Source: an optimization exercise on an open RTL-to-GDS flow (aim: small area, a short achievable clock period and few clock cycles per item). Production flows keep margins and buffers that such runs may drop. RTL that was checked went through simulation tests only; none was proved equivalent to the original. Power is estimated from default activity; no workload was simulated.

==> v14: inputs <==
Design IOTDF, start of the top module:
module IOTDF( clk, rst, in_en, iot_in, fn_sel, busy, valid, iot_out);
input          clk;
input          rst;
input          in_en;
input  [7:0]   iot_in;
input  [2:0]   fn_sel;
output         busy;
output         valid;
output [127:0] iot_out;
reg [127:0] A, B, C;
reg [7:0] Ax;
reg [3:0] cnt;
reg dcy, ld, valid_r, pg, gt1, gt2;
reg [2:0] grp;
reg f12, fdec, f3, f45, fmin;
assign busy = 1'b0;
assign valid = valid_r;
assign iot_out = C;
always @(posedge clk) begin
	f12  <= (fn_sel == 3'd1) || (fn_sel == 3'd2);
	fdec <= (fn_sel == 3'd2);
	f3   <= (fn_sel == 3'd3);
	f45  <= (fn_sel == 3'd4) || (fn_sel == 3'd5);
	fmin <= (fn_sel == 3'd5);
end
always @(posedge clk) A <= {iot_in, A[127:8]};
always @(posedge clk) Ax <= A[7:0];
reg mBA, mBC, mBB, mCA, mCB, mCC;
wire [7:0] Bin = ({8{mBA}} & Ax) | ({8{mBC}} & C[7:0]) | ({8{mBB}} & B[7:0]);
wire [7:0] Cin = ({8{mCA}} & Ax) | ({8{mCB}} & B[7:0]) | ({8{mCC}} & C[7:0]);
wire [7:0] a8 = A[127:120];
wire c1 = (cnt == 4'd1);
wire gtA = (a8 > Ax), eqA = (a8 == Ax);
wire gtB = (a8 > B[7:0]), eqB = (a8 == B[7:0]);
wire gtC = (a8 > C[7:0]), eqC = (a8 == C[7:0]);
wire gtCin = (mCA & gtA) | (mCB & gtB) | (mCC & gtC);
  ...
make LEC_CHECK=0 CAP_MARGIN=20 CORE_MARGIN=2 CORE_UTILIZATION=35 CTS_CLUSTER_DIAMETER=100 CTS_CLUSTER_SIZE=20 SETUP_SLACK_MARGIN=3.8 SLEW_MARGIN=20 TNS_END_PERCENT=0 finish   # period 6.0 ns
run.sh (not shown) runs the stock make flow with config.mk's settings and CLKGATE_MAP_FILE= SYNTH_SCRIPT=/design/flow/synth_recipe.tcl, a recipe that flattens the netlist after the stock synthesis.
==> v33 (differences from v14) <==
--- a/flow/config.mk
+++ b/flow/config.mk
@@ -9,5 +9,6 @@
 export CORE_MARGIN = 2
-export CORE_UTILIZATION = 35
+export CORE_UTILIZATION = 50
 export CTS_CLUSTER_DIAMETER = 100
 export CTS_CLUSTER_SIZE = 20
+export PLACE_DENSITY = 0.7
 export SETUP_SLACK_MARGIN = 3.8
==> comparison table <==
	v33	v14
Outcome	no timing/DRC/antenna violations	no timing/DRC/antenna violations
Total core area	41900 um^2	60000 um^2
Power density over the cells	425 nW/um^2	427 nW/um^2
Number of cell rows	75	90
Sum of met3 wire segment lengths after detailed routing	6.56 mm	7.53 mm
Met2 Wirelength	34.0 mm	36.2 mm
Detail-routed via count per cell	6.80	6.28
Signal buffers	328	356
Clock latency of the later-clocked register in the worst-skew pair	600 ps	590 ps
Total sequential power	0.00388 W	0.00387 W
Fin Hold WS	350 ps	354 ps
Syn-to-layout area delta	22.7%	25.5%
Fraction of the core area covered by cells at the end of the flow	61.9%	44.2%
Combined area of the multi-input logic cells	12500 um^2	12600 um^2
Testbench counts of v14, summed over its fixed seeds: cycles 41,936, items 1,792.
Testbench counts of v33, summed over its fixed seeds: cycles 41,936, items 1,792.

---

==> inputs of job 8667 <==
IOTDF, a different RTL version from the one above (not shown whole).
export LEC_CHECK = 0
export CAP_MARGIN = 20
export CORE_MARGIN = 2
export CORE_UTILIZATION = 35
export SETUP_SLACK_MARGIN = 3.6
export SLEW_MARGIN = 20
create_clock -name core_clock -period 6.0 [get_ports {clk}]
==> inputs of job 7955, as changes to job 8667 <==
--- a/flow/design.v
+++ b/flow/design.v
@@ -6,17 +6,17 @@
 input  [7:0]   iot_in;
 input  [2:0]   fn_sel;
 output         busy;
 output         valid;
 output [127:0] iot_out;
 reg [127:0] A, B, C;
 reg [7:0] Ax;
 reg [3:0] cnt;
-reg dcy, ld, valid_r, pg, gt1, gt2;
+reg dcy, dcy_d, ld, valid_r, pg, gt1, gt2;
 reg [2:0] grp;
 reg f12, fdec, f3, f45, fmin;
 assign busy = 1'b0;
 assign valid = valid_r;
 assign iot_out = C;
 always @(posedge clk) begin
 	f12  <= (fn_sel == 3'd1) || (fn_sel == 3'd2);
 	fdec <= (fn_sel == 3'd2);
@@ -26,46 +26,57 @@
 end
 always @(posedge clk) A <= {iot_in, A[127:8]};
 always @(posedge clk) Ax <= A[7:0];
 reg mBA, mBC, mBB, mCA, mCB, mCC;
 wire [7:0] Bin = ({8{mBA}} & Ax) | ({8{mBC}} & C[7:0]) | ({8{mBB}} & B[7:0]);
 wire [7:0] Cin = ({8{mCA}} & Ax) | ({8{mCB}} & B[7:0]) | ({8{mCC}} & C[7:0]);
 wire [7:0] a8 = A[127:120];
 wire c1 = (cnt == 4'd1);
-wire g1 = (a8 > Cin) | ((a8 == Cin) & gt1 & ~c1);
-wire g2 = (a8 > Bin) | ((a8 == Bin) & gt2 & ~c1);
+wire gtA = (a8 > Ax), eqA = (a8 == Ax);
+wire gtB = (a8 > B[7:0]), eqB = (a8 == B[7:0]);
+wire gtC = (a8 > C[7:0]), eqC = (a8 == C[7:0]);
+wire gtCin = (mCA & gtA) | (mCB & gtB) | (mCC & gtC);
+wire eqCin = (mCA & eqA) | (mCB & eqB) | (mCC & eqC);
+wire gtBin = (mBA & gtA) | (mBC & gtC) | (mBB & gtB);
+wire eqBin = (mBA & eqA) | (mBC & eqC) | (mBB & eqB);
+wire g1 = gtCin | (eqCin & gt1 & ~c1);
+wire g2 = gtBin | (eqBin & gt2 & ~c1);
 wire x1 = g1 ^ fmin;    
 wire x2 = g2 ^ fmin;    
 wire first = (grp == 3'd0);
 wire second = (grp == 3'd1);
 wire nCA = first ? 1'b0 : second ? x2 : x1;
 wire nCB = first ? 1'b1 : second ? ~x2 : 1'b0;
 wire nBA = first ? 1'b1 : second ? ~x2 : (~x1 & x2);
 wire nBC = first ? 1'b0 : second ? 1'b0 : x1;
 wire wdone = in_en & (cnt == 4'd15);
-always @(posedge clk) begin
-	if (dcy) begin
+always @(posedge clk or posedge rst) begin
+	if (rst) begin
+		mCA <= 1'b0; mCB <= 1'b0; mCC <= 1'b1;
+		mBA <= 1'b0; mBC <= 1'b0; mBB <= 1'b1;
+	end else if (dcy) begin
 		mCA <= nCA; mCB <= nCB; mCC <= ~(nCA | nCB);
 		mBA <= nBA; mBC <= nBC; mBB <= ~(nBA | nBC);
 	end
 end
 always @(posedge clk or posedge rst) begin
 	if (rst) begin
-		cnt <= 4'd0; dcy <= 1'b0; ld <= 1'b0; valid_r <= 1'b0; pg <= 1'b0;
+		cnt <= 4'd0; dcy <= 1'b0; dcy_d <= 1'b0; ld <= 1'b0; valid_r <= 1'b0; pg <= 1'b0;
 		grp <= 3'd0; gt1 <= 1'b0; gt2 <= 1'b0;
 	end else begin
 		cnt <= cnt + {3'd0, in_en};
 		dcy <= wdone;
+		dcy_d <= dcy;
 		if (dcy) ld <= 1'b1;
 		if (dcy) grp <= grp + 3'd1;
 		if (dcy & (grp == 3'd7)) pg <= 1'b1;
 		gt1 <= g1;
 		gt2 <= g2;
-		valid_r <= (f12 & dcy & ld) | (f3 & dcy) | (f45 & dcy & pg & (first | second));
+		valid_r <= (f12 & dcy & ld) | (f3 & dcy_d) | (f45 & dcy & pg & (first | second));
 	end
 end
 wire [3:0] cntn = cnt + {3'd0, in_en};
 wire s1n = (cntn == 4'd1) | (cntn == 4'd8) | (cntn == 4'd15);
 reg bLe, bLd, bLp, bRnd, sh, sh1, e1, e2, d1, d2, cD, cDe, cDd;
 always @(posedge clk) begin
 	bLp  <= f12 & wdone;
 	bLe  <= f12 & ~fdec & wdone;
@@ -270,18 +281,20 @@
 	4'd11: crc_in = {a8[0] ^ a8[1] ^ a8[3] ^ a8[4] ^ a8[6] ^ a8[7], a8[1] ^ a8[2] ^ a8[4] ^ a8[5] ^ a8[7]};
 	4'd12: crc_in = {a8[1] ^ a8[2] ^ a8[4] ^ a8[5] ^ a8[7], a8[0] ^ a8[2] ^ a8[3] ^ a8[5] ^ a8[6]};
 	4'd13: crc_in = {a8[0] ^ a8[2] ^ a8[3] ^ a8[5] ^ a8[6], a8[0] ^ a8[1] ^ a8[3] ^ a8[4] ^ a8[6] ^ a8[7]};
 	4'd14: crc_in = {a8[0] ^ a8[1] ^ a8[3] ^ a8[4] ^ a8[6] ^ a8[7], a8[1] ^ a8[2] ^ a8[4] ^ a8[5] ^ a8[7]};
 	4'd15: crc_in = {a8[1] ^ a8[2] ^ a8[4] ^ a8[5] ^ a8[7], a8[0] ^ a8[2] ^ a8[3] ^ a8[5] ^ a8[6]};
 	4'd0: crc_in = {a8[0] ^ a8[2] ^ a8[3] ^ a8[5] ^ a8[6], a8[0] ^ a8[1] ^ a8[3] ^ a8[4] ^ a8[6] ^ a8[7]};
 	endcase
 end
-wire [1:0] crc_old = (cnt == 4'd1) ? 2'b00 : C[2:1];
-wire [1:0] crc_new = crc_old ^ crc_in;
+reg [1:0] crc_c;
+always @(posedge clk) crc_c <= crc_in;
+wire [1:0] crc_old = (cnt == 4'd2) ? 2'b00 : C[2:1];
+wire [1:0] crc_new = crc_old ^ crc_c;
 wire [127:0] Bn, Cn;
 assign Bn[0] = (sh & B[8]) | (bLp & A[56]);
 assign Bn[1] = (sh & B[9]) | (bLp & A[58]);
 assign Bn[2] = (sh & B[10]) | (bLp & A[60]);
 assign Bn[3] = (sh & B[11]) | (bLp & A[62]);
 assign Bn[4] = (bLe & A[79]) | (bLd & A[71]) | (sh1 & B[12]) | (e2 & B[20]) | (d1 & B[93]) | (d2 & B[85]);
 assign Bn[5] = (bLe & A[77]) | (bLd & A[69]) | (sh1 & B[13]) | (e2 & B[21]) | (d1 & B[124]) | (d2 & B[116]);
 assign Bn[6] = (bLe & A[73]) | (bLd & A[65]) | (sh1 & B[14]) | (e2 & B[22]) | (d1 & B[95]) | (d2 & B[87]);
Settings changed: CORE_UTILIZATION 35 to 50, CTS_CLUSTER_DIAMETER from default to 120, CTS_CLUSTER_SIZE from default to 25, PLACE_DENSITY from default to 0.7, SETUP_SLACK_MARGIN 3.6 to 3.8, TNS_END_PERCENT from default to 0.
==> qor summary <==
metric                                                                            job 7955                 job 8667
Non-clk bufs                                                                           351                      402
ANT cells                                                                                0                        1
Post-synth EDFFs                                                                         0                        6
Proportion of cell area spent on the clock network                                   2.26%                    5.34%
Well Taps                                                                              525                      773
Combinational Power Share                                                            53.8%                    48.5%
Run status                                                         complete, no violations  complete, no violations
Average cell area after synthesis                                                 9.18 um2                 9.28 um2
Finished Layout Cells                                                                 2873                     3253
Critical path origin                                                                B[124]                      mCA
Worst r2r path cells                                                                     7                       10
Routed wire length per instance                                                    24.6 um                  24.3 um
Vertical die dimension                                                              205 um                   247 um
Timing endpoint of the critical path                                                 C[26]                      mBB
Number of rows in the core area                                                         73                       89
P_leak                                                                             9.97 nW                  10.6 nW
Finished layout cell area                                                        25200 um2                27200 um2
Cts bufs inserted                                                                       21                       46
Number of antenna violations at the first check in global routing                        1                        4
Summed instance area of the synthesized netlist                                  20300 um2                20700 um2
Reg area                                                                          9190 um2                 9090 um2
Total of clock buffers placed in the layout                                             23                       67
Testbench counts of job 7955, summed over its fixed seeds: cycles 41,936, items 1,792.
No functional check of the RTL was part of job 8667.

---

==> run G: inputs <==
RTL: one of the versions met above, not the one the previous note started from.
Settings: LEC_CHECK=0, CAP_MARGIN=0, CORE_MARGIN=2, CORE_UTILIZATION=50, CTS_CLUSTER_DIAMETER=100, CTS_CLUSTER_SIZE=20, PLACE_DENSITY=0.7, SETUP_SLACK_MARGIN=3.8, SLEW_MARGIN=0, TNS_END_PERCENT=0; clock period 6.0 ns.
==> inputs of run Y, as changes to run G <==
Settings changed: CAP_MARGIN 0 to 20, CORE_UTILIZATION 50 to 60, PLACE_DENSITY 0.7 to 0.8, SLEW_MARGIN 0 to 20.
==> inputs of run Z, as changes to run G <==
--- a/flow/design.v
+++ b/flow/design.v
@@ -7,15 +7,15 @@
 input  [2:0]   fn_sel;
 output         busy;
 output         valid;
 output [127:0] iot_out;
 reg [127:0] A, B, C;
 reg [7:0] Ax;
 reg [3:0] cnt;
-reg dcy, dcy_d, ld, valid_r, pg, gt1, gt2;
+reg dcy, ld, valid_r, pg, gt1, gt2;
 reg [2:0] grp;
 reg f12, fdec, f3, f45, fmin;
 assign busy = 1'b0;
 assign valid = valid_r;
 assign iot_out = C;
 always @(posedge clk) begin
 	f12  <= (fn_sel == 3'd1) || (fn_sel == 3'd2);
@@ -56,26 +56,25 @@
 	end else if (dcy) begin
 		mCA <= nCA; mCB <= nCB; mCC <= ~(nCA | nCB);
 		mBA <= nBA; mBC <= nBC; mBB <= ~(nBA | nBC);
 	end
 end
 always @(posedge clk or posedge rst) begin
 	if (rst) begin
-		cnt <= 4'd0; dcy <= 1'b0; dcy_d <= 1'b0; ld <= 1'b0; valid_r <= 1'b0; pg <= 1'b0;
+		cnt <= 4'd0; dcy <= 1'b0; ld <= 1'b0; valid_r <= 1'b0; pg <= 1'b0;
 		grp <= 3'd0; gt1 <= 1'b0; gt2 <= 1'b0;
 	end else begin
 		cnt <= cnt + {3'd0, in_en};
 		dcy <= wdone;
-		dcy_d <= dcy;
 		if (dcy) ld <= 1'b1;
 		if (dcy) grp <= grp + 3'd1;
 		if (dcy & (grp == 3'd7)) pg <= 1'b1;
 		gt1 <= g1;
 		gt2 <= g2;
-		valid_r <= (f12 & dcy & ld) | (f3 & dcy_d) | (f45 & dcy & pg & (first | second));
+		valid_r <= (f12 & dcy & ld) | (f3 & dcy) | (f45 & dcy & pg & (first | second));
 	end
 end
 wire [3:0] cntn = cnt + {3'd0, in_en};
 wire s1n = (cntn == 4'd1) | (cntn == 4'd8) | (cntn == 4'd15);
 reg bLe, bLd, bLp, bRnd, sh, sh1, e1, e2, d1, d2, cD, cDe, cDd;
 always @(posedge clk) begin
 	bLp  <= f12 & wdone;
@@ -282,18 +281,16 @@
 	4'd12: crc_in = {a8[1] ^ a8[2] ^ a8[4] ^ a8[5] ^ a8[7], a8[0] ^ a8[2] ^ a8[3] ^ a8[5] ^ a8[6]};
 	4'd13: crc_in = {a8[0] ^ a8[2] ^ a8[3] ^ a8[5] ^ a8[6], a8[0] ^ a8[1] ^ a8[3] ^ a8[4] ^ a8[6] ^ a8[7]};
 	4'd14: crc_in = {a8[0] ^ a8[1] ^ a8[3] ^ a8[4] ^ a8[6] ^ a8[7], a8[1] ^ a8[2] ^ a8[4] ^ a8[5] ^ a8[7]};
 	4'd15: crc_in = {a8[1] ^ a8[2] ^ a8[4] ^ a8[5] ^ a8[7], a8[0] ^ a8[2] ^ a8[3] ^ a8[5] ^ a8[6]};
 	4'd0: crc_in = {a8[0] ^ a8[2] ^ a8[3] ^ a8[5] ^ a8[6], a8[0] ^ a8[1] ^ a8[3] ^ a8[4] ^ a8[6] ^ a8[7]};
 	endcase
 end
-reg [1:0] crc_c;
-always @(posedge clk) crc_c <= crc_in;
-wire [1:0] crc_old = (cnt == 4'd2) ? 2'b00 : C[2:1];
-wire [1:0] crc_new = crc_old ^ crc_c;
+wire [1:0] crc_old = (cnt == 4'd1) ? 2'b00 : C[2:1];
+wire [1:0] crc_new = crc_old ^ crc_in;
 wire [127:0] Bn, Cn;
 assign Bn[0] = (sh & B[8]) | (bLp & A[56]);
 assign Bn[1] = (sh & B[9]) | (bLp & A[58]);
 assign Bn[2] = (sh & B[10]) | (bLp & A[60]);
 assign Bn[3] = (sh & B[11]) | (bLp & A[62]);
 assign Bn[4] = (bLe & A[79]) | (bLd & A[71]) | (sh1 & B[12]) | (e2 & B[20]) | (d1 & B[93]) | (d2 & B[85]);
 assign Bn[5] = (bLe & A[77]) | (bLd & A[69]) | (sh1 & B[13]) | (e2 & B[21]) | (d1 & B[124]) | (d2 & B[116]);
Settings changed: CAP_MARGIN 0 to 20, CORE_UTILIZATION 50 to 35, PLACE_DENSITY 0.7 to default, SETUP_SLACK_MARGIN 3.8 to 4.5, SLEW_MARGIN 0 to 20.
==> inputs of run P, as changes to run G <==
Settings changed: CAP_MARGIN 0 to 20, SLEW_MARGIN 0 to 20.
==> summary of the runs <==
- Clock-buffer cell count: run G is higher than run Z (1).
- Clock skew: run Z < run Y < run P < run G.
- Between run Z and run Y, the lower combinational power is in run Z (gap about 14%, measured against run Y).
- In run P the final cell count is larger than in run Y, by about 3.2%.
Testbench counts of run G, summed over its fixed seeds: cycles 41,936, items 1,792.
Testbench counts of run Y, summed over its fixed seeds: cycles 41,936, items 1,792.
Testbench counts of run Z, summed over its fixed seeds: cycles 41,936, items 1,792.
Testbench counts of run P, summed over its fixed seeds: cycles 41,936, items 1,792.

-- re-timing with driven ports --
In the flow no input, the clock included, has a driving cell. The finished layouts below were timed again as built, in two steps. Step 1, drivers: a clkbuf_16 drives clk and a buf_2 each remaining input, both assumed. Step 2 times the ports against the registers' clock, not the clock port: input delays grow and output delays shrink by t, the midpoint of the rising clock arrivals with the driver on. Three values: no drivers, after step 1, after step 2; two values: the first two.
run | shift t [ns] | slack for setup (ns) | worst setup path at the end
v14 | 0.636 | 3.532 / 3.488 / 3.046 | input to register
v33 | 0.636 | 3.513 / 3.513 / 3.035 | input to register
job 8667 | 0.651 | 3.062 / 3.062 / 3.062 | register to register
job 7955 | 0.613 | 3.576 / 3.576 / 3.107 | input to register
run G | 0.637 | 3.573 / 3.549 / 3.122 | input to register
run Y | 0.625 | 3.564 / 3.564 / 3.102 | input to register
run Z | 0.636 | 3.532 / 3.488 / 3.046 | input to register
run P | 0.637 | 3.599 / 3.546 / 3.125 | input to register
After both steps setup and hold are still met in every run listed.
